Context: an optimization exercise on an open-source flow, tuned for small area. The choices shown serve that exercise and are no tape-out recipe. No run shown here included a check of the RTL's function; only the layout flow was run. Power and IR drop assume default switching activity.

File: flow/config.mk
export PLATFORM = sky130hd
export DESIGN_NAME = Pipeline_CPU
export DESIGN_NICKNAME = Pipeline_CPU
export VERILOG_FILES = /design/flow/design.v
export SDC_FILE = /design/flow/constraint.sdc
export NUM_CORES = 8
export LEC_CHECK = 0
export CAP_MARGIN = 20
export CORE_MARGIN = 2
export CORE_UTILIZATION = 60
export GPL_TIMING_DRIVEN = 0
export SLEW_MARGIN = 20
export SYNTH_HIERARCHICAL = 1
File: flow/constraint.sdc
create_clock -name core_clock -period 6.3 [get_ports {clk}]
set_input_delay 1.2600 -clock core_clock [delete_from_list [all_inputs] [get_ports {clk}]]
set_output_delay 1.2600 -clock core_clock [all_outputs]
set_load 0.01 [all_outputs]
File: flow/design.v
module add_32(
    input  [31:0] a,
    input  [31:0] b,
    input         ci,
    output [31:0] c,
    output        co
);
    wire [31:0] p, g;
    add_pg pg(.a(a), .b(b), .p(p), .g(g));
    alu_carry carry(.p(p), .g(g), .ci(ci), .s(c), .co(co));
endmodule
module add_pg(input [31:0] a, input [31:0] b, output [31:0] p, output [31:0] g);
    assign p = a ^ b;
    assign g = a & b;
endmodule
module inc30(
    input  [31:0] a,
    output [31:0] y
);
    wire [32:2] cy;
    assign cy[2] = 1'b1;
    genvar i;
    generate
        for (i = 2; i < 32; i = i + 1) begin : carry
            assign cy[i+1] = cy[i] & a[i];
        end
    endgenerate
    assign y = {a[31:2] ^ cy[31:2], a[1:0]};
endmodule
module REG32(
    input             clk,
    input             rst,
    input      [31:0] D,
    output reg [31:0] Q
);
    always @(posedge clk or posedge rst) begin
        if (rst) Q <= 32'b0;
        else Q <= D;
    end
endmodule
module Pipeline_IF(
    input wire clk_IF,
    input wire rst_IF,
    input wire [31:0] PC_in_IF,
    input wire PCSrc,
    input wire PCSrc_n,      
    output wire [31:0] PC_out_IF
);
    wire [31:0] PC_q;
    wire [31:0] PC_4;
    inc30 pc4(.a(PC_q), .y(PC_4));
    wire [31:0] PC_next;
    pc_mux m(.target(PC_in_IF), .pc4(PC_4), .s(PCSrc), .s_n(PCSrc_n), .y(PC_next));
    REG32 PC(
        .clk(clk_IF),
        .rst(rst_IF),
        .D(PC_next),
        .Q(PC_q)
    );
    assign PC_out_IF = PC_q;
endmodule
module pc_mux(input [31:0] target, pc4, input s, input s_n, output [31:0] y);
    assign y = (target & {32{s}}) | (pc4 & {32{s_n}});
endmodule
module IF_reg_ID(
    input wire clk_IFID,
    input wire rst_IFID,
    input wire[31:0] PC_in_IFID,
    input wire[31:0] inst_in_IFID,
    output reg [31:0] PC_out_IFID,
    output reg [31:0] inst_out_IFID
);
always @(posedge clk_IFID or posedge rst_IFID) begin
    if (rst_IFID) begin
        PC_out_IFID <= 32'b0;
        inst_out_IFID <= 32'b0;
    end
    else begin
        PC_out_IFID <= PC_in_IFID;
        inst_out_IFID <= inst_in_IFID;
    end
end
endmodule
module Regs(
    input clk,
    input rst,
    input [4:0] Rs1_addr,
    input [4:0] Rs2_addr,
    input [4:0] Wt_addr,
    input [31:0] Wt_data,
    input RegWrite,
    output [31:0] Rs1_data,
    output [31:0] Rs2_data
);
    reg [32*32-1:32] register;
    reg [31:1] valid;
    wire [31:1] we, we_n;
    wire [31:1] sel1, sel2;
    wire [32*32-1:32] next;
    genvar i, b;
    generate
        for (i = 1; i < 32; i = i + 1) begin : dec
            assign we[i] = RegWrite && (Wt_addr == i);
            assign we_n[i] = ~we[i];
            rf_wmux wm(.d(Wt_data), .q(register[i*32 +: 32]), .we(we[i]), .we_n(we_n[i]),
                       .y(next[i*32 +: 32]));
            assign sel1[i] = valid[i] & (Rs1_addr == i);
            assign sel2[i] = valid[i] & (Rs2_addr == i);
        end
    endgenerate
    integer k;
    always @(posedge clk) begin
        register <= next;
    end
    always @(posedge clk or posedge rst) begin
        if (rst) valid <= 31'b0;
        else valid <= valid | we;
    end
    generate
        for (b = 0; b < 32; b = b + 1) begin : rd
            wire [31:1] col;
            for (i = 1; i < 32; i = i + 1) begin : c
                assign col[i] = register[i*32 + b];
            end
            rf_rbit r1(.d(col), .s(sel1), .y(Rs1_data[b]));
            rf_rbit r2(.d(col), .s(sel2), .y(Rs2_data[b]));
        end
    endgenerate
endmodule
module rf_wmux(input [31:0] d, input [31:0] q, input we, input we_n, output [31:0] y);
    assign y = (d & {32{we}}) | (q & {32{we_n}});
endmodule
module rf_rbit(input [31:1] d, input [31:1] s, output y);
    wire [10:0] t;
    genvar i;
    generate
        for (i = 0; i < 10; i = i + 1) begin : g
            cell_aoi222 u(.a1(d[3*i+1]), .a2(s[3*i+1]), .b1(d[3*i+2]), .b2(s[3*i+2]),
                          .c1(d[3*i+3]), .c2(s[3*i+3]), .y(t[i]));
        end
    endgenerate
    cell_nand2 u10(.a(d[31]), .b(s[31]), .y(t[10]));
    wire u0, u1, u2;
    cell_nand4 n0(.a(t[0]), .b(t[1]), .c(t[2]), .d(t[3]), .y(u0));
    cell_nand4 n1(.a(t[4]), .b(t[5]), .c(t[6]), .d(t[7]), .y(u1));
    cell_nand3 n2(.a(t[8]), .b(t[9]), .c(t[10]), .y(u2));
    cell_or3 o(.a(u0), .b(u1), .c(u2), .y(y));
endmodule
module cell_aoi222(input a1, a2, b1, b2, c1, c2, output y);
    assign y = ~((a1 & a2) | (b1 & b2) | (c1 & c2));
endmodule
module cell_nand2(input a, b, output y);
    assign y = ~(a & b);
endmodule
module cell_nand3(input a, b, c, output y);
    assign y = ~(a & b & c);
endmodule
module cell_nand4(input a, b, c, d, output y);
    assign y = ~(a & b & c & d);
endmodule
module cell_or3(input a, b, c, output y);
    assign y = a | b | c;
endmodule
module cell_inv(input a, output y);
    assign y = ~a;
endmodule
module cell_nor2(input a, b, output y);
    assign y = ~(a | b);
endmodule
module cell_xor2(input a, b, output y);
    assign y = a ^ b;
endmodule
module cell_aoi22(input a1, a2, b1, b2, output y);
    assign y = ~((a1 & a2) | (b1 & b2));
endmodule
module cell_mux2i(input a0, a1, s, output y);
    assign y = ~(s ? a1 : a0);
endmodule
module cell_ha(input a, b, output c, output s);
    assign c = a & b;
    assign s = a ^ b;
endmodule
module ImmGen(
  input [3:0]   ImmType,      
  input [31:2]  inst_field,
  output [30:0] Imm_out
);
    wire I = ImmType[0], S = ImmType[1], B = ImmType[2], J = ImmType[3];
    wire nU = I | S | B | J;
    imm_bits m(.ir(inst_field), .I(I), .S(S), .B(B), .J(J),
               .IJ(I | J), .SB(S | B), .IS(I | S), .ISB(I | S | B), .JU(~(I | S | B)),
               .U(~nU), .nU(nU), .y(Imm_out));
endmodule
module imm_bits(
  input [31:2] ir,
  input I, S, B, J, IJ, SB, IS, ISB, JU, U, nU,
  output [30:0] y
);
    assign y[0]     = (I & ir[20]) | (S & ir[7]);
    assign y[4:1]   = ({4{IJ}} & ir[24:21]) | ({4{SB}} & ir[11:8]);
    assign y[10:5]  = {6{nU}} & ir[30:25];
    assign y[11]    = (IS & ir[31]) | (B & ir[7]) | (J & ir[20]);
    assign y[19:12] = ({8{ISB}} & {8{ir[31]}}) | ({8{JU}} & ir[19:12]);
    assign y[30:20] = ({11{nU}} & {11{ir[31]}}) | ({11{U}} & ir[30:20]);
endmodule
module SCPU_ctrl(
  input [4:0]       OPcode,
  input [2:0]       Fun3,
  input             Fun7,
  output reg        MemtoReg,    
  output reg        PCtoReg,     
  output reg [1:0]  Br,
  output reg        RegWrite,
  output reg        MemRW,
  output reg [3:0]  ALU_Control
);
  localparam AND = 4'b0000, OR = 4'b0001, XOR = 4'b0010,
             ADD = 4'b0100, SUB = 4'b0101,
             SLL = 4'b1000, SRL = 4'b1001,
             SLT = 4'b1100, SLTU = 4'b1101;
  always @* begin
    MemtoReg = 1'b0; PCtoReg = 1'b0;
    Br = 2'b00; RegWrite = 1'b0; MemRW = 1'b0; ALU_Control = AND;
    case (OPcode)
    5'b01100: begin  
        RegWrite = 1'b1;
        case ({Fun3, Fun7})
            4'b0000: ALU_Control = ADD;
            4'b0001: ALU_Control = SUB;
            4'b0010: ALU_Control = SLL;
            4'b0100: ALU_Control = SLT;
            4'b0110: ALU_Control = SLTU;
            4'b1000: ALU_Control = XOR;
            4'b1010: ALU_Control = SRL;
            4'b1011: ALU_Control = SRL;    
            4'b1100: ALU_Control = OR;
            4'b1110: ALU_Control = AND;
            default: RegWrite = 1'b0;
        endcase
    end
    5'b00000: begin  
        MemtoReg = 1'b1; RegWrite = 1'b1; ALU_Control = ADD;
    end
    5'b01000: begin  
        MemRW = 1'b1; ALU_Control = ADD;
    end
    5'b00100: begin  
        RegWrite = 1'b1;
        case (Fun3)
            3'b000: ALU_Control = ADD;
            3'b010: ALU_Control = SLT;
            3'b011: ALU_Control = SLTU;
            3'b100: ALU_Control = XOR;
            3'b110: ALU_Control = OR;
            3'b111: ALU_Control = AND;
            3'b001: ALU_Control = SLL;
            3'b101: ALU_Control = SRL;
        endcase
    end
    5'b11000: begin  
        case (Fun3)
            3'b000: begin Br = 2'b01; ALU_Control = SUB; end
            3'b001: begin Br = 2'b10; ALU_Control = SUB; end
            default: ;
        endcase
    end
    5'b11011: begin  
        PCtoReg = 1'b1; RegWrite = 1'b1; Br = 2'b11;
    end
    5'b11001: begin  
        PCtoReg = 1'b1; RegWrite = 1'b1; Br = 2'b11; ALU_Control = ADD;
    end
    5'b01101: begin  
        PCtoReg = 1'b1; RegWrite = 1'b1;
    end
    default: ;
    endcase
  end
endmodule
module Pipeline_ID (
    input clk_ID,
    input rst_ID,
    input RegWrite_in_ID,
    input [4:0] Rd_addr_ID,
    input [31:0] Wt_data_ID,
    input [31:0] Inst_in_ID,
    output [31:0] Rs1_out_ID,
    output [31:0] Rs2_out_ID,
    output [3:0] ImmType_ID,    
    output ALUSrc_B_ID,         
    output Sub_ID               
);
    Regs Regs_0(
        .clk(clk_ID),
        .rst(rst_ID),
        .RegWrite(RegWrite_in_ID),
        .Wt_data(Wt_data_ID),
        .Wt_addr(Rd_addr_ID),
        .Rs1_addr(Inst_in_ID[19:15]),
        .Rs2_addr(Inst_in_ID[24:20]),
        .Rs1_data(Rs1_out_ID),
        .Rs2_data(Rs2_out_ID)
    );
    wire [4:0] op = Inst_in_ID[6:2];
    assign ImmType_ID[0] = op == 5'b00000 || op == 5'b00100 || op == 5'b11001;
    assign ImmType_ID[1] = op == 5'b01000;
    assign ImmType_ID[2] = op == 5'b11000 && Inst_in_ID[14:13] == 2'b00;
    assign ImmType_ID[3] = op == 5'b11011;
    wire [2:0] f3 = Inst_in_ID[14:12];
    assign ALUSrc_B_ID = op == 5'b00000 || op == 5'b01000 || op == 5'b00100 || op == 5'b11001;
    assign Sub_ID = (op == 5'b01100 && (f3 == 3'b000 && Inst_in_ID[30] || f3 == 3'b010 && !Inst_in_ID[30] || f3 == 3'b011 && !Inst_in_ID[30]))
                 || (op == 5'b00100 && (f3 == 3'b010 || f3 == 3'b011))
                 || (op == 5'b11000 && (f3 == 3'b000 || f3 == 3'b001));
endmodule
module ID_reg_Ex(
    input clk_IDEX,
    input rst_IDEX,
    input [31:0] PC_in_IDEX,
    input [31:0] inst_in_IDEX,
    input [3:0] ImmType_in_IDEX,
    input [31:0] Rs1_in_IDEX,
    input [31:0] Rs2_in_IDEX,
    input ALUSrc_B_in_IDEX,
    input Sub_in_IDEX,
    output reg [31:0] PC_out_IDEX,
    output [31:2] inst_out_IDEX,
    output reg [3:0] ImmType_out_IDEX,   
    output reg [31:0] Rs1_out_IDEX,
    output reg [31:0] Rs2_out_IDEX,
    output reg ALUSrc_B_out_IDEX,
    output reg ALUSrc_B_n_out_IDEX,      
    output reg Sub_out_IDEX
);
    localparam [31:2] INV = 30'b1;
    reg [31:2] ir;
    always @ (posedge clk_IDEX) begin
        Rs1_out_IDEX <= Rs1_in_IDEX;
    end
    always @ (posedge clk_IDEX or posedge rst_IDEX) begin
        if (rst_IDEX) begin
            PC_out_IDEX <= 32'b0;
            ir <= 30'b0;
            ImmType_out_IDEX <= 4'b0;
            Rs2_out_IDEX <= 32'b0;
            ALUSrc_B_out_IDEX <= 1'b0;
            ALUSrc_B_n_out_IDEX <= 1'b1;
            Sub_out_IDEX <= 1'b0;
        end
        else begin
            PC_out_IDEX <= PC_in_IDEX;
            ir <= inst_in_IDEX[31:2] ^ INV;
            ImmType_out_IDEX <= ImmType_in_IDEX;
            Rs2_out_IDEX <= Rs2_in_IDEX;
            ALUSrc_B_out_IDEX <= ALUSrc_B_in_IDEX;
            ALUSrc_B_n_out_IDEX <= ~ALUSrc_B_in_IDEX;
            Sub_out_IDEX <= Sub_in_IDEX;
        end
    end
    assign inst_out_IDEX = ir ^ INV;
endmodule
module ALU (
  input [31:0]  A,
  input [31:0]  B_n,          
  input [3:0]   ALU_operation,
  input         sub,           
  output [31:0] res
);
  wire [3:0] op = ALU_operation;
  wire sub_n = ~sub;
  wire c_and = op[3:1] == 3'b000;                    
  wire c_xor = op[3:2] == 2'b00 & (op[1] | op[0]);   
  wire s_sum = op[3:2] == 2'b01;
  wire s_sr  = op[3:2] == 2'b10 & op[0];
  wire s_sl  = op[3:2] == 2'b10 & ~op[0];
  wire s_lt  = op[3:2] == 2'b11;
  wire [31:0] g, p, sum;
  wire co;
  genvar i;
  generate
    for (i = 0; i < 32; i = i + 1) begin : pg
      wire bx;
      cell_xor2 x(.a(B_n[i]), .b(sub_n), .y(bx));    
      cell_ha h(.a(A[i]), .b(bx), .c(g[i]), .s(p[i]));
    end
  endgenerate
  alu_carry carry(.p(p), .g(g), .ci(~sub_n), .s(sum), .co(co));
  wire lt = op[0] ? ~co : (p[31] ? sum[31] : A[31]);
  wire lt_n;
  cell_nand2 ltn(.a(s_lt), .b(lt), .y(lt_n));
  wire [31:0] sr;
  alu_shift shifter(.A(A), .s_n(B_n[4:0]), .left(~op[0]), .sr(sr));
  alu_result result(.g(g), .p(p), .sum(sum), .sr(sr), .lt_n(lt_n),
                    .c_and(c_and), .c_xor(c_xor), .s_sum(s_sum), .s_sr(s_sr), .s_sl(s_sl), .res(res));
endmodule
module alu_carry(
  input  [31:0] p,
  input  [31:0] g,
  input         ci,
  output [31:0] s,
  output        co
);
  reg [31:0] pp, gg;
  integer i, j;
  always @* begin
    pp = p;
    gg = g;
    gg[0] = gg[0] | (pp[0] & ci);
    for (i = 1; i <= 5; i = i + 1)
      for (j = 2**i - 1; j < 32; j = j + 2**i) begin
        gg[j] = gg[j] | (pp[j] & gg[j - 2**(i-1)]);
        pp[j] = pp[j] & pp[j - 2**(i-1)];
      end
    for (i = 5; i > 0; i = i - 1)
      for (j = 2**i + 2**(i-1) - 1; j < 32; j = j + 2**i) begin
        gg[j] = gg[j] | (pp[j] & gg[j - 2**(i-1)]);
        pp[j] = pp[j] & pp[j - 2**(i-1)];
      end
  end
  assign s = p ^ {gg[30:0], ci};
  assign co = gg[31];
endmodule
module alu_shift(input [31:0] A, input [4:0] s_n, input left, output [31:0] sr);
  wire [31:0] v0, v1, v2, v3, v4, v5;
  wire [4:0] s;
  genvar k;
  generate
    for (k = 0; k < 5; k = k + 1) begin : si
      cell_inv i(.a(s_n[k]), .y(s[k]));
    end
  endgenerate
  alu_shift_rev r(.a(A), .left(left), .left_n(~left), .y(v0));
  alu_shift_stage #(.K(0), .INV(1)) s0(.v(v0), .s(s[0]), .s_n(s_n[0]), .y(v1));
  alu_shift_stage #(.K(1), .INV(0)) s1(.v(v1), .s(s[1]), .s_n(s_n[1]), .y(v2));
  alu_shift_stage #(.K(2), .INV(1)) s2(.v(v2), .s(s[2]), .s_n(s_n[2]), .y(v3));
  alu_shift_stage #(.K(3), .INV(0)) s3(.v(v3), .s(s[3]), .s_n(s_n[3]), .y(v4));
  alu_shift_stage #(.K(4), .INV(1)) s4(.v(v4), .s(s[4]), .s_n(s_n[4]), .y(v5));
  assign sr = v5;
endmodule
module alu_shift_rev(input [31:0] a, input left, input left_n, output [31:0] y);
  genvar i;
  generate
    for (i = 0; i < 32; i = i + 1) begin : b
      assign y[i] = ~((left & a[31-i]) | (left_n & a[i]));
    end
  endgenerate
endmodule
module alu_shift_stage #(parameter K = 0, parameter INV = 0) (
  input [31:0] v, input s, input s_n, output [31:0] y);    
  genvar i;
  generate
    for (i = 0; i < 32; i = i + 1) begin : b
      if (i + 2**K < 32) begin : m
        assign y[i] = ~((s & v[i + 2**K]) | (s_n & v[i]));
      end else if (INV) begin : z
        assign y[i] = ~(s | (s_n & v[i]));
      end else begin : z
        assign y[i] = ~(s_n & v[i]);
      end
    end
  endgenerate
endmodule
module alu_result(
  input [31:0] g, p, sum, sr, input lt_n,
  input c_and, c_xor, s_sum, s_sr, s_sl,
  output [31:0] res);
  genvar i;
  generate
    for (i = 0; i < 32; i = i + 1) begin : b
      wire n1 = ~((c_and & g[i]) | (c_xor & p[i]));
      wire n2 = ~((s_sum & sum[i]) | (s_sr & sr[i]) | (s_sl & sr[31-i]));
      if (i == 0) begin : b0
        assign res[i] = ~(n1 & n2 & lt_n);
      end else begin : bn
        assign res[i] = ~(n1 & n2);
      end
    end
  endgenerate
endmodule
module Pipeline_Ex(
    input [31:0] PC_in_EX,
    input [31:2] Inst_in_EX,
    input [3:0] ImmType_in_EX,
    input [31:0] Rs1_in_EX,
    input [31:0] Rs2_in_EX,
    input ALUSrc_B_in_EX,
    input ALUSrc_B_n_in_EX,
    input Sub_in_EX,
    output [31:0] PC_out_EX,
    output [31:0] PC4_out_EX,
    output [31:0] ALU_out_EX,
    output [4:0] Rd_addr_EX,
    output [1:0] Br_EX,
    output MemRW_EX,
    output MemtoReg_EX,
    output PCtoReg_EX,
    output RegWrite_EX
);
wire [31:0] imm;
wire [30:0] imm30;
assign imm = {Inst_in_EX[31], imm30};
wire [3:0] aluctl;
ImmGen ImmGen_0(
    .ImmType(ImmType_in_EX),
    .inst_field(Inst_in_EX),
    .Imm_out(imm30)
);
SCPU_ctrl SCPU_ctrl_0(
    .OPcode(Inst_in_EX[6:2]),
    .Fun3(Inst_in_EX[14:12]),
    .Fun7(Inst_in_EX[30]),
    .MemtoReg(MemtoReg_EX),
    .PCtoReg(PCtoReg_EX),
    .Br(Br_EX),
    .RegWrite(RegWrite_EX),
    .MemRW(MemRW_EX),
    .ALU_Control(aluctl)
);
assign Rd_addr_EX = Inst_in_EX[11:7];
add_32 target(
    .a(PC_in_EX),
    .b(imm),
    .ci(1'b0),
    .co(),
    .c(PC_out_EX)
);
inc30 pc4(.a(PC_in_EX), .y(PC4_out_EX));
wire [31:0] b_n;
bmux bsel(.rs2(Rs2_in_EX), .imm(imm), .s(ALUSrc_B_in_EX), .s_n(ALUSrc_B_n_in_EX), .y_n(b_n));
ALU alu_inst(
    .A(Rs1_in_EX),
    .B_n(b_n),
    .ALU_operation(aluctl),
    .sub(Sub_in_EX),
    .res(ALU_out_EX)
);
endmodule
module bmux(input [31:0] rs2, imm, input s, input s_n, output [31:0] y_n);    
    assign y_n = ~((imm & {32{s}}) | (rs2 & {32{s_n}}));
endmodule
module Ex_reg_Mem(
  input clk_EXMem,
  input rst_EXMem,
  input [31:0] PC_in_EXMem,
  input [31:0] PC4_in_EXMem,
  input [4:0] Rd_addr_EXMem,
  input [31:0] ALU_in_EXMem,
  input [31:0] Rs2_in_EXMem,
  input [1:0] Br_in_EXMem,
  input MemRW_in_EXMem,
  input MemtoReg_in_EXMem,
  input PCtoReg_in_EXMem,
  input RegWrite_in_EXMem,
  output reg [31:0] PC_out_EXMem,
  output reg [31:0] PC4_out_EXMem,
  output reg [4:0] Rd_addr_out_EXMem,
  output reg [31:0] ALU_out_EXMem,
  output reg [31:0] Rs2_out_EXMem,
  output reg [1:0] Br_out_EXMem,
  output reg MemRW_out_EXMem,
  output reg MemtoReg_out_EXMem,
  output reg PCtoReg_out_EXMem,
  output reg RegWrite_out_EXMem
);
  always @(posedge clk_EXMem) begin
    PC_out_EXMem <= PC_in_EXMem;
    PC4_out_EXMem <= PC4_in_EXMem;
    Rd_addr_out_EXMem <= Rd_addr_EXMem;
  end
  always @(posedge clk_EXMem or posedge rst_EXMem) begin
    if (rst_EXMem) begin
      ALU_out_EXMem <= 32'b0;
      Rs2_out_EXMem <= 32'b0;
      Br_out_EXMem <= 2'b0;
      MemRW_out_EXMem <= 1'b0;
      MemtoReg_out_EXMem <= 1'b0;
      PCtoReg_out_EXMem <= 1'b0;
      RegWrite_out_EXMem <= 1'b0;
    end
    else begin
      ALU_out_EXMem <= ALU_in_EXMem;
      Rs2_out_EXMem <= Rs2_in_EXMem;
      Br_out_EXMem <= Br_in_EXMem;
      MemRW_out_EXMem <= MemRW_in_EXMem;
      MemtoReg_out_EXMem <= MemtoReg_in_EXMem;
      PCtoReg_out_EXMem <= PCtoReg_in_EXMem;
      RegWrite_out_EXMem <= RegWrite_in_EXMem;
    end
  end
endmodule
module Pipeline_Mem(
    input [1:0] Br_in_Mem,
    input [31:0] ALU_in_Mem,
    output PCSrc,
    output PCSrc_n
);
wire zero = ~|ALU_in_Mem;
assign PCSrc = (Br_in_Mem == 2'b11) | (Br_in_Mem == 2'b01 & zero) | (Br_in_Mem == 2'b10 & ~zero);
assign PCSrc_n = ~PCSrc;
endmodule
module Mem_reg_WB(
  input clk_MemWB,
  input rst_MemWB,
  input [31:0] Data_in_MemWB,
  input [4:0] Rd_addr_MemWB,
  input RegWrite_in_MemWB,
  output reg [31:0] Data_out_MemWB,
  output reg [4:0] Rd_addr_out_MemWB,
  output reg RegWrite_out_MemWB
);
  always @(posedge clk_MemWB) begin
    Rd_addr_out_MemWB <= Rd_addr_MemWB;
  end
  always @(posedge clk_MemWB or posedge rst_MemWB) begin
    if (rst_MemWB) begin
      Data_out_MemWB <= 32'b0;
      RegWrite_out_MemWB <= 1'b0;
    end
    else begin
      Data_out_MemWB <= Data_in_MemWB;
      RegWrite_out_MemWB <= RegWrite_in_MemWB;
    end
  end
endmodule
module Pipeline_WB(
    input MemtoReg_in_WB,
    input PCtoReg_in_WB,
    input [31:0] ALU_in_WB,
    input [31:0] DMem_data_WB,
    input [31:0] PC4_in_WB,
    output [31:0] Data_out_WB
);
wire s_mem = MemtoReg_in_WB;
wire s_pc = ~MemtoReg_in_WB & PCtoReg_in_WB;
wire s_alu = ~MemtoReg_in_WB & ~PCtoReg_in_WB;
genvar i;
generate
    for (i = 0; i < 32; i = i + 1) begin : m
        wire n;
        cell_aoi222 u(.a1(s_mem), .a2(DMem_data_WB[i]), .b1(s_pc), .b2(PC4_in_WB[i]),
                      .c1(s_alu), .c2(ALU_in_WB[i]), .y(n));
        cell_inv v(.a(n), .y(Data_out_WB[i]));
    end
endgenerate
endmodule
module Pipeline_CPU(
    input clk,
    input rst,
    input[31:0] Data_in,
    input[31:0] inst_IF,
    output[31:0] PC_out_IF,
    output[31:0] PC_out_ID,
    output[31:0] inst_ID,
    output[31:0] PC_out_EX,
    output       MemRW_Ex,
    output       MemRW_Mem,
    output[31:0] Addr_out,
    output[31:0] Data_out,
    output[31:0] Data_out_WB
);
    wire [31:0] pc_if;
    wire [31:0] pc_id, inst_id, rs1_id, rs2_id;
    wire [3:0]  immtype_id;
    wire        alusrc_id, sub_id, alusrc_ex, alusrc_n_ex, sub_ex;
    wire [31:0] pc_ex, rs1_ex, rs2_ex;
    wire [31:2] ir_ex;
    wire [3:0]  immtype_ex;
    wire [4:0]  rd_ex;
    wire        memrw_ex, memtoreg_ex, pctoreg_ex, regwrite_ex;
    wire [1:0]  br_ex;
    wire [31:0] target_ex, pc4_ex, alu_ex;
    wire [31:0] target_mem, pc4_mem, alu_mem, rs2_mem;
    wire [4:0]  rd_mem;
    wire [1:0]  br_mem;
    wire        memrw_mem, memtoreg_mem, pctoreg_mem, regwrite_mem;
    wire        pcsrc, pcsrc_n;
    wire [31:0] wb_next, wb_data;
    wire [4:0]  rd_wb;
    wire        regwrite_wb;
    Pipeline_IF Instruction_Fetch (
        .clk_IF(clk),
        .rst_IF(rst),
        .PC_in_IF(target_mem),
        .PCSrc(pcsrc),
        .PCSrc_n(pcsrc_n),
        .PC_out_IF(pc_if)
    );
    IF_reg_ID IF_reg_ID (
        .clk_IFID(clk),
        .rst_IFID(rst),
        .PC_in_IFID(pc_if),
        .inst_in_IFID(inst_IF),
        .PC_out_IFID(pc_id),
        .inst_out_IFID(inst_id)
    );
    Pipeline_ID Instruction_Decoder (
        .clk_ID(clk),
        .rst_ID(rst),
        .RegWrite_in_ID(regwrite_wb),
        .Rd_addr_ID(rd_wb),
        .Wt_data_ID(wb_data),
        .Inst_in_ID(inst_id),
        .Rs1_out_ID(rs1_id),
        .Rs2_out_ID(rs2_id),
        .ImmType_ID(immtype_id),
        .ALUSrc_B_ID(alusrc_id),
        .Sub_ID(sub_id)
    );
    ID_reg_Ex ID_reg_Ex (
        .clk_IDEX(clk),
        .rst_IDEX(rst),
        .PC_in_IDEX(pc_id),
        .inst_in_IDEX(inst_id),
        .ImmType_in_IDEX(immtype_id),
        .Rs1_in_IDEX(rs1_id),
        .Rs2_in_IDEX(rs2_id),
        .ALUSrc_B_in_IDEX(alusrc_id),
        .Sub_in_IDEX(sub_id),
        .PC_out_IDEX(pc_ex),
        .inst_out_IDEX(ir_ex),
        .ImmType_out_IDEX(immtype_ex),
        .Rs1_out_IDEX(rs1_ex),
        .Rs2_out_IDEX(rs2_ex),
        .ALUSrc_B_out_IDEX(alusrc_ex),
        .ALUSrc_B_n_out_IDEX(alusrc_n_ex),
        .Sub_out_IDEX(sub_ex)
    );
    Pipeline_Ex Execute (
        .PC_in_EX(pc_ex),
        .Inst_in_EX(ir_ex),
        .ImmType_in_EX(immtype_ex),
        .Rs1_in_EX(rs1_ex),
        .Rs2_in_EX(rs2_ex),
        .ALUSrc_B_in_EX(alusrc_ex),
        .ALUSrc_B_n_in_EX(alusrc_n_ex),
        .Sub_in_EX(sub_ex),
        .PC_out_EX(target_ex),
        .PC4_out_EX(pc4_ex),
        .ALU_out_EX(alu_ex),
        .Rd_addr_EX(rd_ex),
        .Br_EX(br_ex),
        .MemRW_EX(memrw_ex),
        .MemtoReg_EX(memtoreg_ex),
        .PCtoReg_EX(pctoreg_ex),
        .RegWrite_EX(regwrite_ex)
    );
    Ex_reg_Mem Ex_reg_Mem (
        .clk_EXMem(clk),
        .rst_EXMem(rst),
        .PC_in_EXMem(target_ex),
        .PC4_in_EXMem(pc4_ex),
        .Rd_addr_EXMem(rd_ex),
        .ALU_in_EXMem(alu_ex),
        .Rs2_in_EXMem(rs2_ex),
        .Br_in_EXMem(br_ex),
        .MemRW_in_EXMem(memrw_ex),
        .MemtoReg_in_EXMem(memtoreg_ex),
        .PCtoReg_in_EXMem(pctoreg_ex),
        .RegWrite_in_EXMem(regwrite_ex),
        .PC_out_EXMem(target_mem),
        .PC4_out_EXMem(pc4_mem),
        .Rd_addr_out_EXMem(rd_mem),
        .ALU_out_EXMem(alu_mem),
        .Rs2_out_EXMem(rs2_mem),
        .Br_out_EXMem(br_mem),
        .MemRW_out_EXMem(memrw_mem),
        .MemtoReg_out_EXMem(memtoreg_mem),
        .PCtoReg_out_EXMem(pctoreg_mem),
        .RegWrite_out_EXMem(regwrite_mem)
    );
    Pipeline_Mem Memory_Access (
        .Br_in_Mem(br_mem),
        .ALU_in_Mem(alu_mem),
        .PCSrc(pcsrc),
        .PCSrc_n(pcsrc_n)
    );
    Pipeline_WB Write_Back (
        .MemtoReg_in_WB(memtoreg_mem),
        .PCtoReg_in_WB(pctoreg_mem),
        .ALU_in_WB(alu_mem),
        .DMem_data_WB(Data_in),
        .PC4_in_WB(pc4_mem),
        .Data_out_WB(wb_next)
    );
    Mem_reg_WB Mem_reg_WB (
        .clk_MemWB(clk),
        .rst_MemWB(rst),
        .Data_in_MemWB(wb_next),
        .Rd_addr_MemWB(rd_mem),
        .RegWrite_in_MemWB(regwrite_mem),
        .Data_out_MemWB(wb_data),
        .Rd_addr_out_MemWB(rd_wb),
        .RegWrite_out_MemWB(regwrite_wb)
    );
    assign PC_out_IF = pc_if;
    assign PC_out_ID = pc_id;
    assign inst_ID = inst_id;
    assign PC_out_EX = target_ex;
    assign MemRW_Ex = memrw_ex;
    assign MemRW_Mem = memrw_mem;
    assign Addr_out = alu_mem;
    assign Data_out = rs2_mem;
    assign Data_out_WB = wb_data;
endmodule
File: flow/flow/run.sh
#!/bin/bash
# Layout flow: the standard flow (standard.sh) with these changes:
#  - the port buffers are the smallest buffer cell (buf_1);
#  - the clock tree is built from clkbuf_8, with clkbuf_4 driving
#    clusters of at most 8
#    sinks, without dummy loads;
#  - the larger buffers (buf_6 and up) are not used, so that repair
#    buffers the high-fanout nets with small buffers;
#  - the buffers synthesis made are removed before placement
#    (REMOVE_ABC_BUFFERS), as the standard flow's timing-driven
#    placement would.
# Each step's full log is under orfs/logs; standard.sh's own output goes
# to standard.log.
set -e
PLATFORM_DONT_USE="$(sed -n '/^export DONT_USE_CELLS += /,/^#/p' $FLOW_HOME/platforms/sky130hd/config.mk | grep -o 'sky130_fd_sc_hd__[a-z0-9_]*' | tr '\n' ' ')"
EXTRA_DONT_USE="sky130_fd_sc_hd__buf_6 sky130_fd_sc_hd__buf_8 sky130_fd_sc_hd__buf_12 sky130_fd_sc_hd__buf_16 sky130_fd_sc_hd__bufbuf_8 sky130_fd_sc_hd__bufbuf_16"
export BUFFER_PORTS_ARGS="-buffer_cell sky130_fd_sc_hd__buf_1"
export CTS_ARGS="-sink_clustering_enable -repair_clock_nets -buf_list sky130_fd_sc_hd__clkbuf_8 -sink_clustering_buffer sky130_fd_sc_hd__clkbuf_4 -sink_clustering_size 8 -sink_clustering_max_diameter 35 -dont_use_dummy_load"
bash standard.sh "DONT_USE_CELLS=$PLATFORM_DONT_USE $EXTRA_DONT_USE" REMOVE_ABC_BUFFERS=1 finish > standard.log 2>&1
File: flow/standard.sh
#!/bin/bash
# synth_recipe.tcl (not shown) runs the flow's synth.tcl, then flattens the netlist and writes it again
# the make line also repeats each setting of config.mk as NAME=value (left out here)
make -C /OpenROAD-flow-scripts/flow DESIGN_CONFIG=/design/flow/config.mk WORK_HOME=/design/flow/orfs CLKGATE_MAP_FILE= SYNTH_SCRIPT=/design/flow/synth_recipe.tcl "${@:-finish}"
==> results of run 1 <==
[path summary, 6_finish.rpt]
path	start	end	slack, ps	cells after the start
worst max-delay path	ID_reg_Ex.ImmType_out_IDEX[1]$_DFF_PP0_	PC_out_EX[27]	200	15
worst max register to register	Instruction_Fetch.PC.Q[2]$_DFF_PP0_	Instruction_Fetch.PC.Q[31]$_DFF_PP0_	210	30
min in group asynchronous	rst	Ex_reg_Mem.ALU_out_EXMem[9]$_DFF_PP0_	630	2
worst min register to register	Ex_reg_Mem.Rd_addr_out_EXMem[2]$_DFF_P_	Mem_reg_WB.Rd_addr_out_MemWB[2]$_DFF_P_	330	0
worst min-delay path	Ex_reg_Mem.Rd_addr_out_EXMem[2]$_DFF_P_	Mem_reg_WB.Rd_addr_out_MemWB[2]$_DFF_P_	330	0
max in group asynchronous	rst	ID_reg_Ex.PC_out_IDEX[5]$_DFF_PP0_	4490	4
[worst max-delay path, delay by kind of cell (launching register included)]
family	cells	cell delay, ps
xor+xnor	1	170
flops	1	460
simple gates	4	1330
compound gates	6	1160
fa+ha+maj	2	570
buf+inv	2	300
[report_power, final]
part,switching [W],leakage [nW],internal [W]
clock,0.00308,1.06,0.00173
sequential,0.000658,13.1,0.00979
combinational,0.00138,11.4,0.000815
[sequential cells by signal, summed over array words and instances, names as in the netlist, 5 cells and up]
name,count
ID_reg_Ex.PC_out_IDEX,32
ID_reg_Ex.Rs2_out_IDEX,32
IF_reg_ID.PC_out_IFID,32
Ex_reg_Mem.Rs2_out_EXMem,32
Instruction_Fetch.PC.Q,32
Mem_reg_WB.Data_out_MemWB,32
Ex_reg_Mem.ALU_out_EXMem,32
Instruction_Decoder.Regs_0.register,992
Ex_reg_Mem.Rd_addr_out_EXMem,5
Ex_reg_Mem.PC4_out_EXMem,32
Instruction_Decoder.Regs_0.valid,31
ID_reg_Ex.Rs1_out_IDEX,32
ID_reg_Ex.ir,30
Ex_reg_Mem.PC_out_EXMem,32
IF_reg_ID.inst_out_IFID,32
Mem_reg_WB.Rd_addr_out_MemWB,5
[metal layers]
metal	part of all wire	up-vias	global-route usage	routed length (µm)
met5	0.0010	-	0.0118	251
met2	0.41	4978	0.677	102000
li1	-	21500	-	-
met4	0.082	26	0.328	20500
met1	0.35	25800	0.616	88300
met3	0.16	1076	0.179	38800
[cell usage in the layout (no fill, tap or decap), types with 8 or more instances in the layout]
master and n:
sky130_fd_sc_hd__a21o_1 57, sky130_fd_sc_hd__a21oi_1 44, sky130_fd_sc_hd__a222oi_1 704, sky130_fd_sc_hd__a22o_1 965, sky130_fd_sc_hd__a22o_2 64, sky130_fd_sc_hd__a22oi_1 176
sky130_fd_sc_hd__a22oi_2 50, sky130_fd_sc_hd__and2_1 10, sky130_fd_sc_hd__and3_2 58, sky130_fd_sc_hd__buf_1 294, sky130_fd_sc_hd__buf_2 21, sky130_fd_sc_hd__buf_4 159
sky130_fd_sc_hd__clkbuf_4 204, sky130_fd_sc_hd__clkbuf_8 18, sky130_fd_sc_hd__dfrtp_1 295, sky130_fd_sc_hd__dfrtp_2 35, sky130_fd_sc_hd__dfxtp_1 1098, sky130_fd_sc_hd__diode_2 21
sky130_fd_sc_hd__ha_1 158, sky130_fd_sc_hd__inv_1 58, sky130_fd_sc_hd__nand2_1 157, sky130_fd_sc_hd__nand2_2 33, sky130_fd_sc_hd__nand3_1 72, sky130_fd_sc_hd__nand4_1 138
sky130_fd_sc_hd__nor2_1 52, sky130_fd_sc_hd__nor2_4 32, sky130_fd_sc_hd__nor2b_1 8, sky130_fd_sc_hd__nor3b_1 9, sky130_fd_sc_hd__nor4_1 9, sky130_fd_sc_hd__o21ai_0 9
sky130_fd_sc_hd__or2_2 8, sky130_fd_sc_hd__or3_1 66, sky130_fd_sc_hd__xnor2_1 31, sky130_fd_sc_hd__xor2_1 34
[area by class of cell]
cell class / instances / area, µm²
multi-input combinational: 3060 / 26200
antenna: 21 / 52.6
tap: 1276 / 1600
clock buffer: 221 / 1770
fill: 7685 / 34000
timing repair buffer: 475 / 2420
sequential: 1429 / 30300
inverter: 66 / 258
[repair_timing]
action	4_1_cts	5_1_grt
gates resized for setup	1	2
setup buffers	0	3
endpoints found under the setup margin	1	3
hold buffers	0	0
[stage by stage]
stage,hold slack [ps],total power [W],utilization
2_1_floorplan,310,0.0117,-
3_3_place_gp,317,0.0127,0.610
3_5_place_dp,322,0.0128,0.629
4_1_cts,330,0.0174,0.647
5_1_grt,334,0.0180,0.647
6_report,333,0.0175,0.648
==> summary.md, run 1 <==
| Metric | Value |
|---|---|
| Result of the run | `timing/DRC/antenna clean` |
| Number of global-route vias before repair | `48600` |
| CTS tree | `done` |
| Grt ovf | `0` |
| Class of the most critical setup path | `register to output pin` |
| Number of pins exceeding their max-slew limit in the final report | `0` |
| Worst endpoint required time | `between 5000 and 6000 ps` |
| Die Y-Extent | `316 µm` |
| Clock latency of the later-clocked register in the worst-skew pair | `just over 900 ps` |
| Final worst-path setup slack | `204 ps` |
| Post-Place Cell Area | `~0.061 mm²` |
| Routed length per instance | `about 38 µm` |
| Detailed Place HPWL | `~170 mm` |
| Initial core utilization | `0.605` |
| Fin. Hold Viols | `0` |
| Clock buffer count from CTS | `about 220` |
| Final period utilization | `0.968` |
| Post-DRT Antenna Nets | `0` |
| Leakage component of the power | `25.6 nW` |
| Design Area, Final | `0.0626 mm²` |
| Clock tree root buffer cell | `sky130_fd_sc_hd__clkbuf_8` |
| Top-Level Pins | `292` |
| Width of the die | `between 300 and 400 µm` |
| GRT Resource Usage Total | `0.482` |
| Proportion of layout cells with a drive suffix above 1 | `0.141` |
| Initial antenna violation count | `43` |
| Hold Crit Class | `register to register` |
| Maximum number of pins on one net before global-route repair | `73` |
| Row cnt | `between 100 and 150` |
| CTS max path bufs | `3` |
| Detailed-route DRC error count | `0` |
| Number of cells in the finished layout apart from fillers | `between 6000 and 7000` |
| Maximum net fanout on the critical path | `11` |
| Post-synthesis cell count | `approximately 4900` |
| RSZ-0062 raised after global routing | `no` |
| Post-Synthesis Mean Instance Area | `around 12 µm²` |
| Crit path cell chain | `or4_1, nand2_2, nand2_2, ha_1, a21o_1, a21o_1, a21oi_1, o21ai_0, a41oi_2, inv_1, a31o_1, ha_1, nor2_1, xnor2_1, buf_1` |
| H-tree lvl count | `4` |
| Detailed-route vias per instance | `between 8 and 9` |
| Die outline area | `around 0.10 mm²` |
| Clock transition time at the flip-flop clock pins of the worst setup and hold paths | `~90 ps` |
| Area growth, synth to finish | `7.08%` |
| Count of maximum capacitance violations | `0` |
| Capturing element type of the critical path | `output pin` |
| Clock tree skew after final layout | `113 ps` |
| Worst Setup Start Kind | `register` |
| Highest clock rate | `~160 MHz` |
| Number of failing setup endpoints in the final timing report | `0` |
| Fin Setup TNS | `0 ps` |
| Port Buf Inserts | `291` |
| PD cells | `between 200 and 300 mW/mm²` |
| Largest vdd supply drop | `0.000204 V` |
| CP max stage delay | `roughly 690 ps` |
| Number of detailed-routing iterations run before antenna repair | `14` |
| Net total in the final layout | `about 5500` |
| Max transition margin | `0.161` |
| Wire length reported by the detailed router | `about 250 mm` |
| Number of warnings printed during yosys synthesis | `14` |
| Number of sinks driven by the clock tree | `1429` |
| Minimum clock period after layout | `~6100 ps` |
| First-pass GRT wire length | `roughly 350 mm` |
| Area of the mapped netlist | `between 0.05 and 0.06 mm²` |
| Signal arrival time at the worst endpoint | `between 4000 and 5000 ps` |
| Transition at the pin with the smallest max-transition slack | `about 1300 ps` |
| Routability congestion estimate from global placement | `about 1` |
| Core Box Area | `between 0.09 and 0.1 mm²` |
| Number of instances in the placed design | `about 6300` |
| Initial drt markers | `~11000` |
| Via count | `~53000` |
| Worst-path cell with the longest stage delay | `sky130_fd_sc_hd__or4_1` |
| Worst slack after detailed placement | `~140 ps` |
==> run 2: changes to the inputs <==
--- a/flow/design.v
+++ b/flow/design.v
@@ -2,12 +2,11 @@
     input  [31:0] a,
     input  [31:0] b,
     input         ci,
-    output [31:0] c,
-    output        co
+    output [31:0] c
 );
     wire [31:0] p, g;
     add_pg pg(.a(a), .b(b), .p(p), .g(g));
-    alu_carry carry(.p(p), .g(g), .ci(ci), .s(c), .co(co));
+    alu_carry carry(.p(p), .g(g), .ci(ci), .s(c), .c31());
 endmodule
 module add_pg(input [31:0] a, input [31:0] b, output [31:0] p, output [31:0] g);
     assign p = a ^ b;
@@ -331,15 +330,18 @@
     output reg ALUSrc_B_n_out_IDEX,      
     output reg Sub_out_IDEX
 );
-    localparam [31:2] INV = 30'b1;
-    reg [31:2] ir;
+    reg [31:12] ir_hi;
+    reg [11:7] ir_rd;
+    reg [6:2] ir_op;
     always @ (posedge clk_IDEX) begin
         Rs1_out_IDEX <= Rs1_in_IDEX;
+        ir_rd <= inst_in_IDEX[11:7];
     end
     always @ (posedge clk_IDEX or posedge rst_IDEX) begin
         if (rst_IDEX) begin
             PC_out_IDEX <= 32'b0;
-            ir <= 30'b0;
+            ir_hi <= 20'b0;
+            ir_op <= 5'b0;
             ImmType_out_IDEX <= 4'b0;
             Rs2_out_IDEX <= 32'b0;
             ALUSrc_B_out_IDEX <= 1'b0;
@@ -348,7 +350,8 @@
         end
         else begin
             PC_out_IDEX <= PC_in_IDEX;
-            ir <= inst_in_IDEX[31:2] ^ INV;
+            ir_hi <= inst_in_IDEX[31:12];
+            ir_op <= inst_in_IDEX[6:2] ^ 5'b00001;
             ImmType_out_IDEX <= ImmType_in_IDEX;
             Rs2_out_IDEX <= Rs2_in_IDEX;
             ALUSrc_B_out_IDEX <= ALUSrc_B_in_IDEX;
@@ -356,7 +359,7 @@
             Sub_out_IDEX <= Sub_in_IDEX;
         end
     end
-    assign inst_out_IDEX = ir ^ INV;
+    assign inst_out_IDEX = {ir_hi, ir_rd, ir_op ^ 5'b00001};
 endmodule
 module ALU (
   input [31:0]  A,
@@ -374,7 +377,7 @@
   wire s_sl  = op[3:2] == 2'b10 & ~op[0];
   wire s_lt  = op[3:2] == 2'b11;
   wire [31:0] g, p, sum;
-  wire co;
+  wire c31;
   genvar i;
   generate
     for (i = 0; i < 32; i = i + 1) begin : pg
@@ -383,10 +386,9 @@
       cell_ha h(.a(A[i]), .b(bx), .c(g[i]), .s(p[i]));
     end
   endgenerate
-  alu_carry carry(.p(p), .g(g), .ci(~sub_n), .s(sum), .co(co));
-  wire lt = op[0] ? ~co : (p[31] ? sum[31] : A[31]);
-  wire lt_n;
-  cell_nand2 ltn(.a(s_lt), .b(lt), .y(lt_n));
+  alu_carry carry(.p(p), .g(g), .ci(~sub_n), .s(sum), .c31(c31));
+  wire lt_early = op[0] ? ~g[31] : A[31];
+  wire lt_n = ~(s_lt & (p[31] ? ~c31 : lt_early));
   wire [31:0] sr;
   alu_shift shifter(.A(A), .s_n(B_n[4:0]), .left(~op[0]), .sr(sr));
   alu_result result(.g(g), .p(p), .sum(sum), .sr(sr), .lt_n(lt_n),
@@ -397,7 +399,7 @@
   input  [31:0] g,
   input         ci,
   output [31:0] s,
-  output        co
+  output        c31          
 );
   reg [31:0] pp, gg;
   integer i, j;
@@ -417,7 +419,7 @@
       end
   end
   assign s = p ^ {gg[30:0], ci};
-  assign co = gg[31];
+  assign c31 = gg[30];
 endmodule
 module alu_shift(input [31:0] A, input [4:0] s_n, input left, output [31:0] sr);
   wire [31:0] v0, v1, v2, v3, v4, v5;
@@ -520,7 +522,6 @@
     .a(PC_in_EX),
     .b(imm),
     .ci(1'b0),
-    .co(),
     .c(PC_out_EX)
 );
 inc30 pc4(.a(PC_in_EX), .y(PC4_out_EX));
==> summary.md, run 2 <==
| Metric | Value |
|---|---|
| Result of the run | `timing/DRC/antenna clean` |
| Post-DRT Antenna Nets | `0` |
| Proportion of layout cells with a drive suffix above 1 | `0.145` |
| First-pass GRT wire length | `between 300 and 400 mm` |
| Number of synthesized register bits | `1429` |
| Worst endpoint required time | `around 5000 ps` |
| Count of maximum capacitance violations | `0` |
| Distinct cell type count of the synthesized netlist | `70` |
| Number of detailed-routing iterations run before antenna repair | `15` |
| Fin. Hold Viols | `0` |
| Largest vdd supply drop | `0.000232 V` |
| Post-Synthesis Mean Instance Area | `12.0 µm²` |
| Initial antenna violation count | `34` |
| CTS max path bufs | `3` |
| Final worst-path setup slack | `between 60 and 70 ps` |
| Primary FF master, synth | `sky130_fd_sc_hd__dfxtp_1` |
| Final period utilization | `0.989` |
| Highest clock rate | `160 MHz` |
| Area contributors post-synth | `sky130_fd_sc_hd__dfxtp_1 (38%), sky130_fd_sc_hd__a22o_1 (15%), sky130_fd_sc_hd__dfrtp_1 (14%), sky130_fd_sc_hd__a222oi_1 (12%), sky130_fd_sc_hd__ha_1 (3.4%)` |
| Via count | `53800` |
| Seq/Total Area, Yosys | `0.521` |
| PD cells | `approximately 280 mW/mm²` |
| Capturing element type of the critical path | `output pin` |
| CP max stage delay | `roughly 600 ps` |
| Net total in the final layout | `around 5500` |
| Class of the most critical setup path | `register to output pin` |
| Number of sinks driven by the clock tree | `1429` |
| Routed length per instance | `between 30 and 40 µm` |
| Width of the die | `~320 µm` |
| Commonest cells in the synthesized netlist | `sky130_fd_sc_hd__dfxtp_1 (1103), sky130_fd_sc_hd__a22o_1 (967), sky130_fd_sc_hd__a222oi_1 (704)` |
| Startpoint of the lowest-slack register-to-register path | `Instruction_Fetch.PC.Q[2]$_DFF_PP0_` |
| Worst-path cell with the longest stage delay | `sky130_fd_sc_hd__or4_4` |
| Hold Crit Class | `register to register` |
| Detailed-route vias per instance | `between 8 and 9` |
| Worst slack after detailed placement | `~200 ps` |
| Top-Level Pins | `between 200 and 300` |
| Crit path cell chain | `or4_4, and2_2, ha_1, a21oi_1, o21ai_0, a221oi_2, o41ai_4, a221o_2, a41oi_2, a21oi_1, ha_1, or2_2, xor2_2, clkbuf_2` |
| Fraction of post-synthesis cell area in the top cell type by area | `0.380` |
| Final core area utilization | `0.650` |
| Port Buf Inserts | `291` |
| Commonest cells after routing, fill and taps aside | `sky130_fd_sc_hd__dfxtp_1 (1103), sky130_fd_sc_hd__a22o_1 (966), sky130_fd_sc_hd__a222oi_1 (704)` |
| Net switching power | `0.00519 W` |
| Leakage component of the power | `between 20 and 30 nW` |
| Post-route worst hold slack | `between 300 and 400 ps` |
| Register share of total power | `0.596` |
| Detailed Place HPWL | `about 170 mm` |
| Clock buffer count from CTS | `223` |
| R2R setup slack | `between 200 and 300 ps` |
| CP Launch Point | `ID_reg_Ex.ImmType_out_IDEX[3]$_DFF_PP0_` |
| Number of buffers and inverters on the critical path | `1` |
| Detailed-route DRC error count | `0` |
| Minimum clock period after layout | `6230 ps` |
| Area growth, synth to finish | `7.74%` |
| Share of total power in the clock network | `0.279` |
| CTS tree | `done` |
| Part of the total power dissipated in combinational logic | `0.125` |
| Worst Setup Start Kind | `register` |
| Count of flip-flops with a built-in enable after synthesis | `0` |
| Number of failing setup endpoints in the final timing report | `0` |
| Maximum net fanout on the critical path | `6` |
| Row cnt | `~110` |
| Signal arrival time at the worst endpoint | `4970 ps` |
| Number of warnings printed during yosys synthesis | `14` |
| Proportion of synthesized flip-flops having asynchronous set or reset | `0.228` |
| H-tree lvl count | `4` |
| Max reg flops | `~990` |
| Largest register by flop count | `Instruction_Decoder.Regs_0.register` |
| Grt ovf | `0` |
| Max transition margin | `0.157` |
| Number of fill cells | `roughly 7700` |
| Post-synthesis cell count | `4828` |
| Initial core utilization | `0.603` |
| Clock latency of the later-clocked register in the worst-skew pair | `930 ps` |
| Number of pins exceeding their max-slew limit in the final report | `0` |
| Fin Setup TNS | `0 ps` |
| Maximum number of pins on one net before global-route repair | `62` |
| Cell family with the largest share of critical-path delay | `compound AO/OA/AOI/OAI gates` |
| Routability congestion estimate from global placement | `a little over 1` |
| Leading cell type by number of instances after synthesis | `sky130_fd_sc_hd__dfxtp_1` |
| Clock tree skew after final layout | `97.3 ps` |
| Wire length reported by the detailed router | `between 200 and 300 mm` |
| Top cell type by total area after synthesis | `sky130_fd_sc_hd__dfxtp_1` |
| Core Box Area | `slightly below 0.1 mm²` |
| Initial drt markers | `11900` |
| Die Y-Extent | `315 µm` |
| Clock transition time at the flip-flop clock pins of the worst setup and hold paths | `about 90 ps` |
| Switching share of power | `0.296` |
| Transition at the pin with the smallest max-transition slack | `roughly 1300 ps` |
| Clock tree root buffer cell | `sky130_fd_sc_hd__clkbuf_8` |
| GRT Resource Usage Total | `0.498` |
| Pint | `0.0124 W` |
| Source of the worst hold timing path | `Ex_reg_Mem.Rd_addr_out_EXMem[3]$_DFF_P_` |
| Area of the mapped netlist | `between 0.05 and 0.06 mm²` |
| Leading cell type in the layout, fill and taps excluded | `sky130_fd_sc_hd__dfxtp_1` |
| Number of global-route vias before repair | `between 50000 and 60000` |
| Die outline area | `0.0993 mm²` |
==> run 2: what timing repair did <==
action	CTS	global route
gates resized for setup	12	11
setup buffers	0	6
endpoints found under the setup margin	2	4
hold buffers	0	0
pin swaps	0	3
==> run 2: per-stage QoR <==
step / std cells / power, W / cell area (µm²)
CTS: 6515 / 0.0174 / 62400
floorplan: 4537 / 0.0116 / 56000
global route: 6530 / 0.0181 / 62500
finish: 6548 / 0.0176 / 62600
global placement: 6104 / 0.0126 / 58700
detailed placement: 6292 / 0.0127 / 60600
==> run 2: routing by layer <==
| metal | share of wire | track usage | up-vias |
|---|---|---|---|
| met5 | 0.0021 | 0.0140 | - |
| met4 | 0.092 | 0.373 | 33 |
| met3 | 0.16 | 0.217 | 1333 |
| met2 | 0.40 | 0.698 | 5007 |
| met1 | 0.34 | 0.600 | 25900 |
| li1 | - | - | 21500 |
==> run 2: kinds of logic (layout without fill, tap and decap cells) <==
| family | count (synthesis) | in the layout | share of synthesized area |
|---|---|---|---|
| other | 1 | 26 | 0.0000646 |
| AO/OA/AOI/OAI | 2105 | 2105 | 0.329 |
| adder cells (fa/ha/maj) | 158 | 158 | 0.0340 |
| flip-flops | 1429 | 1429 | 0.521 |
| buffers and inverters | 353 | 772 | 0.0394 |
| XOR/XNOR | 65 | 65 | 0.00980 |
| multiplexers | 5 | 5 | 0.000883 |
| AND/OR/NAND/NOR | 712 | 712 | 0.0662 |
==> run 2: worst register-to-register path: cells and delay by family, from the launching register on <==
kind / cells / cell delay [ps]
flops: 1 / 410
compound gates: 1 / 210
xor+xnor: 1 / 160
fa+ha+maj: 28 / 5150
==> run 2: worst paths after layout <==
check | end | depth (start not counted)
hold / removal | Mem_reg_WB.Rd_addr_out_MemWB[3]$_DFF_P_ | 0
setup reg to reg | Instruction_Fetch.PC.Q[31]$_DFF_PP0_ | 30
max in group asynchronous | ID_reg_Ex.ImmType_out_IDEX[1]$_DFF_PP0_ | 3
setup / recovery | PC_out_EX[31] | 14
hold reg to reg | Mem_reg_WB.Rd_addr_out_MemWB[3]$_DFF_P_ | 0
min in group asynchronous | IF_reg_ID.inst_out_IFID[22]$_DFF_PP0_ | 2
==> run 2: modules after synthesis (local to each module, per instance), a selection <==
module / area (µm²) / flip-flops and latches / cells inside / copies in the design
Pipeline_Mem: 90.1 / 0 / 13 / 1
REG32: 805 / 32 / 33 / 1
Regs: 22000 / 1023 / 1258 / 1
bmux: 435 / 0 / 38 / 1
cell_ha: 12.5 / 0 / 1 / 32
imm_bits: 263 / 0 / 56 / 1
inc30: 378 / 0 / 32 / 2
==> run 2: cell type report <==
| class | count | area [µm²] | share of cell area |
|---|---|---|---|
| inverters | 62 | 243 | 0.00388 |
| flip-flops and latches | 1429 | 30300 | 0.484 |
| diodes | 25 | 62.6 | 0.00100 |
| clock buffers | 223 | 1780 | 0.0284 |
| repair buffers | 487 | 2460 | 0.0394 |
| multi-input cells | 3046 | 26200 | 0.418 |
| well taps | 1276 | 1600 | 0.0255 |
==> run 2: power by group through the flow <==
stage | logic [W] | registers, W | clock network [W]
after floorplan | 0.00113 | 0.0105 | 0
after global placement | 0.00195 | 0.0107 | 0
after detailed placement | 0.00210 | 0.0106 | 0
after CTS | 0.00212 | 0.0104 | 0.00485
after global routing | 0.00235 | 0.0105 | 0.00523
final | 0.00220 | 0.0105 | 0.00490
==> run 3: changes to the inputs <==
--- a/flow/config.mk
+++ b/flow/config.mk
@@ -7,7 +7,7 @@
 export LEC_CHECK = 0
 export CAP_MARGIN = 20
 export CORE_MARGIN = 2
-export CORE_UTILIZATION = 60
+export CORE_UTILIZATION = 65
 export GPL_TIMING_DRIVEN = 0
 export SLEW_MARGIN = 20
 export SYNTH_HIERARCHICAL = 1
==> summary.md, run 3 <==
| Metric | Value |
|---|---|
| Initial antenna violation count | `40` |
| Grt ovf | `0` |
| Number of failing setup endpoints in the final timing report | `0` |
| Worst r2r dst | `Instruction_Fetch.PC.Q[31]$_DFF_PP0_` |
| Pint | `between 0.01 and 0.015 W` |
| Number of pins exceeding their max-slew limit in the final report | `0` |
| Source of the worst hold timing path | `IF_reg_ID.PC_out_IFID[1]$_DFF_PP0_` |
| CP max stage delay | `~450 ps` |
| Startpoint of the lowest-slack register-to-register path | `Instruction_Fetch.PC.Q[2]$_DFF_PP0_` |
| Area contributors post-synth | `sky130_fd_sc_hd__dfxtp_1 (38%), sky130_fd_sc_hd__a22o_1 (15%), sky130_fd_sc_hd__dfrtp_1 (14%), sky130_fd_sc_hd__a222oi_1 (12%), sky130_fd_sc_hd__ha_1 (3.4%)` |
| Leakage component of the power | `approximately 26 nW` |
| Result of the run | `timing/DRC/antenna clean` |
| Commonest cells in the synthesized netlist | `sky130_fd_sc_hd__dfxtp_1 (1103), sky130_fd_sc_hd__a22o_1 (967), sky130_fd_sc_hd__a222oi_1 (704)` |
| Commonest cells after routing, fill and taps aside | `sky130_fd_sc_hd__dfxtp_1 (1103), sky130_fd_sc_hd__a22o_1 (966), sky130_fd_sc_hd__a222oi_1 (704)` |
| Largest register by flop count | `Instruction_Decoder.Regs_0.register` |
| Minimum clock period after layout | `around 6200 ps` |
| Fraction of post-synthesis cell area in the top cell type by area | `0.380` |
| Initial core utilization | `0.656` |
| Net total in the final layout | `5454` |
| Row cnt | `109` |
| Die Y-Extent | `303 µm` |
| Leading cell type by number of instances after synthesis | `sky130_fd_sc_hd__dfxtp_1` |
| Register share of total power | `0.599` |
| Crit path cell chain | `or3_1, nand2_4, nand2_2, ha_1, a21o_1, a21o_1, a221oi_2, o41ai_4, a221o_2, a41oi_2, a21oi_1, ha_1, or2_2, xor2_1, clkbuf_2` |
| Detailed-route vias per instance | `around 8.4` |
| PD cells | `~280 mW/mm²` |
| Number of synthesized register bits | `between 1000 and 1500` |
| Via count | `54100` |
| Leading cell type in the layout, fill and taps excluded | `sky130_fd_sc_hd__dfxtp_1` |
| CTS max path bufs | `3` |
| Clock buffer count from CTS | `between 200 and 250` |
| Clock tree skew after final layout | `98.8 ps` |
| Proportion of layout cells with a drive suffix above 1 | `0.141` |
| Detailed Place HPWL | `169 mm` |
| First-pass GRT wire length | `between 300 and 400 mm` |
| Core Box Area | `just under 0.09 mm²` |
| Hold Crit Endpoint | `ID_reg_Ex.PC_out_IDEX[1]$_DFF_PP0_` |
| R2R setup slack | `just under 300 ps` |
| Clock latency of the later-clocked register in the worst-skew pair | `880 ps` |
| Initial drt markers | `13100` |
| Design Area, Final | `roughly 0.062 mm²` |
| Detailed-route DRC error count | `0` |
| Count of flip-flops with a built-in enable after synthesis | `0` |
| Proportion of synthesized flip-flops having asynchronous set or reset | `0.228` |
| Hold Crit Class | `register to register` |
| Area of the mapped netlist | `0.0581 mm²` |
| Post-Place Cell Area | `approximately 0.06 mm²` |
| Post-DRT Antenna Nets | `0` |
| Maximum net fanout on the critical path | `8` |
| Die outline area | `around 0.092 mm²` |
| Clock tree root buffer cell | `sky130_fd_sc_hd__clkbuf_8` |
| Worst Setup Start Kind | `register` |
| Area growth, synth to finish | `7.19%` |
| Seq/Total Area, Yosys | `0.521` |
| Worst endpoint required time | `just over 5000 ps` |
| Routed length per instance | `about 39 µm` |
| Count of maximum capacitance violations | `0` |
| Area used by multi-input combinational logic | `roughly 0.026 mm²` |
| CTS tree | `done` |
| Post-Synthesis Mean Instance Area | `between 10 and 15 µm²` |
| Number of sinks driven by the clock tree | `1429` |
| Share of total power in the clock network | `0.273` |
| Distinct cell type count of the synthesized netlist | `70` |
| Capturing element type of the critical path | `output pin` |
| Top-Level Pins | `between 200 and 300` |
| Fin. Hold Viols | `0` |
| Number of warnings printed during yosys synthesis | `14` |
| Maximum number of pins on one net before global-route repair | `53` |
| Switching share of power | `0.295` |
| Number of global-route vias before repair | `49800` |
| Highest clock rate | `~160 MHz` |
| Transition at the pin with the smallest max-transition slack | `1110 ps` |
| Wire length reported by the detailed router | `approximately 250 mm` |
| Net switching power | `between 0.005 and 0.006 W` |
| Max transition margin | `0.262` |
| Max reg flops | `between 900 and 1000` |
| Clock transition time at the flip-flop clock pins of the worst setup and hold paths | `100 ps` |
| Signal arrival time at the worst endpoint | `between 4000 and 5000 ps` |
| H-tree lvl count | `4` |
| # hold bufs at CTS | `0` |
| Sequential cell area | `0.0303 mm²` |
| Top cell type by total area after synthesis | `sky130_fd_sc_hd__dfxtp_1` |
| Port Buf Inserts | `slightly below 300` |
| Routability congestion estimate from global placement | `1.05` |
| Width of the die | `~300 µm` |
| Primary FF master, synth | `sky130_fd_sc_hd__dfxtp_1` |
| Fin Setup TNS | `0 ps` |
| Number of fill cells | `between 6000 and 7000` |
| Worst-path cell with the longest stage delay | `sky130_fd_sc_hd__dfrtp_2` |
| Part of the total power dissipated in combinational logic | `0.127` |
| Post-synthesis cell count | `4828` |
| Number of detailed-routing iterations run before antenna repair | `32` |
| Class of the most critical setup path | `register to output pin` |
| GRT Resource Usage Total | `0.522` |
| Final period utilization | `0.990` |
| Largest vdd supply drop | `0.000222 V` |
| Depth of the worst register-to-register path | `30` |
| Hold-critical path depth | `0` |
==> run 3: cell families after synthesis <==
kind of cell / count (synthesis) / share of synthesized area
compound gates: 2105 / 0.329
other cells: 1 / 0.0000646
simple gates: 712 / 0.0662
fa+ha+maj: 158 / 0.0340
xor+xnor: 65 / 0.00980
mux: 5 / 0.000883
buf+inv: 353 / 0.0394
flops: 1429 / 0.521
==> run 3: power groups by stage <==
stage          clock, W  sequential, W  combinational [W]
2_1_floorplan         0         0.0105            0.00113
5_1_grt         0.00508         0.0105            0.00235
3_5_place_dp          0         0.0106            0.00213
3_3_place_gp          0         0.0107            0.00197
6_report        0.00477         0.0105            0.00222
4_1_cts         0.00473         0.0104            0.00215
==> run 3: layout make-up <==
| cell class | count | area share |
|---|---|---|
| Antenna cell | 19 | 0.000764 |
| Clock buffer | 215 | 0.0276 |
| Inverter | 62 | 0.00390 |
| Multi-Input combinational cell | 3046 | 0.419 |
| Sequential cell | 1429 | 0.486 |
| Tap cell | 1165 | 0.0234 |
| Timing Repair Buffer | 476 | 0.0386 |
==> run 3: per-stage QoR <==
stage	setup WS, ps	util	total power, W	hold slack (ps)	instances
global placement	-2310	0.662	0.0126	357	5993
global route	-10.9	0.703	0.0179	391	6399
detailed placement	205	0.682	0.0128	347	6171
CTS	35.4	0.702	0.0173	376	6386
floorplan	569	-	0.0116	310	4537
finish	63.8	0.703	0.0175	378	6412
==> run 3: worst max-delay path: cells and delay by family (launching register included) <==
family | cells | cell delay [ps]
simple gates | 4 | 1100
fa+ha+maj | 2 | 550
compound gates | 7 | 1620
xor+xnor | 1 | 200
flops | 1 | 450
buf+inv | 1 | 180
==> run 3: how the worst max path moves through the flow <==
stage | startpoint | cells past startpoint | slack (ps) | end
6_report | ID_reg_Ex.ImmType_out_IDEX[1]$_DFF_PP0_ | 15 | 60 | PC_out_EX[31]
5_1_grt | ID_reg_Ex.ImmType_out_IDEX[1]$_DFF_PP0_ | 14 | -10 | PC_out_EX[31]
4_1_cts | ID_reg_Ex.ImmType_out_IDEX[1]$_DFF_PP0_ | 14 | 40 | PC_out_EX[31]
3_5_place_dp | Instruction_Fetch.PC.Q[2]$_DFF_PP0_ | 30 | 200 | Instruction_Fetch.PC.Q[31]$_DFF_PP0_
3_3_place_gp | IF_reg_ID.inst_out_IFID[19]$_DFF_PP0_ | 5 | -2310 | ID_reg_Ex.Rs1_out_IDEX[3]$_DFF_P_
2_1_floorplan | Instruction_Fetch.PC.Q[2]$_DFF_PP0_ | 30 | 570 | Instruction_Fetch.PC.Q[31]$_DFF_PP0_
==> run 3: per-module statistics from Yosys (local to each module, per instance), excerpt <==
module         times used  cells inside  cell area (µm²)  flip-flops and latches
alu_shift_rev           1            38              285                       0
Pipeline_WB             1             2             17.5                       0
Mem_reg_WB              1            39              930                      38
Pipeline_Mem            1            13             90.1                       0
Pipeline_ID             1            17              123                       0
Regs                    1          1258            22000                    1023
inc30                   2            32              378                       0
cell_or3               64             1             6.26                       0
IF_reg_ID               1            65             1610                      64
cell_nand4            128             1             6.26                       0
bmux                    1            38              435                       0
Ex_reg_Mem              1           140             3140                     139
pc_mux                  1            38              328                       0
imm_bits                1            56              263                       0
==> run 3: timing repair <==
item,CTS,global route
endpoints found under the setup margin,8,3
buffers inserted,0,3
pin swaps,0,2
resized for setup,7,11
==> run 3: layer usage <==
layer / up-vias / global-route usage / share of wire / routed length, µm
li1: 21400 / - / - / -
met1: 25700 / 0.657 / 0.34 / 83300
met2: 5565 / 0.718 / 0.39 / 97900
met3: 1380 / 0.204 / 0.17 / 42900
met4: 30 / 0.395 / 0.095 / 23600
met5: - / 0.00880 / 0.0012 / 309

## what the ideal ports hide
Ports are ideal in the flow. The routed layouts listed here were re-timed in OpenROAD. Step 1, drivers: a clkbuf_16 drives clk and a buf_2 each remaining input, both assumed. Step 2, shift: input delay + t, output delay - t, t = (earliest + latest rising clock arrival at the registers) / 2. This alone moves slack from input paths to output paths. Slacks: no drivers / after step 1 / after step 2; pairs: no drivers / after step 1.
| run | t (ns) | setup slack, ns | worst setup path after step 2 | slew at the worst register clock pin (ns) | worst slew at a driven data input, ns |
|---|---|---|---|---|---|
| run 1 | 0.929 | 0.204 / 0.129 / 0.209 | register to register | 0.10 / 0.10 | 0.08 |
| run 2 | 0.957 | 0.069 / -0.007 / 0.281 | register to register | 0.10 / 0.10 | 0.07 |
| run 3 | 0.910 | 0.064 / -0.006 / 0.292 | register to register | 0.10 / 0.10 | 0.11 |
After both steps setup and hold are still met in every run listed.
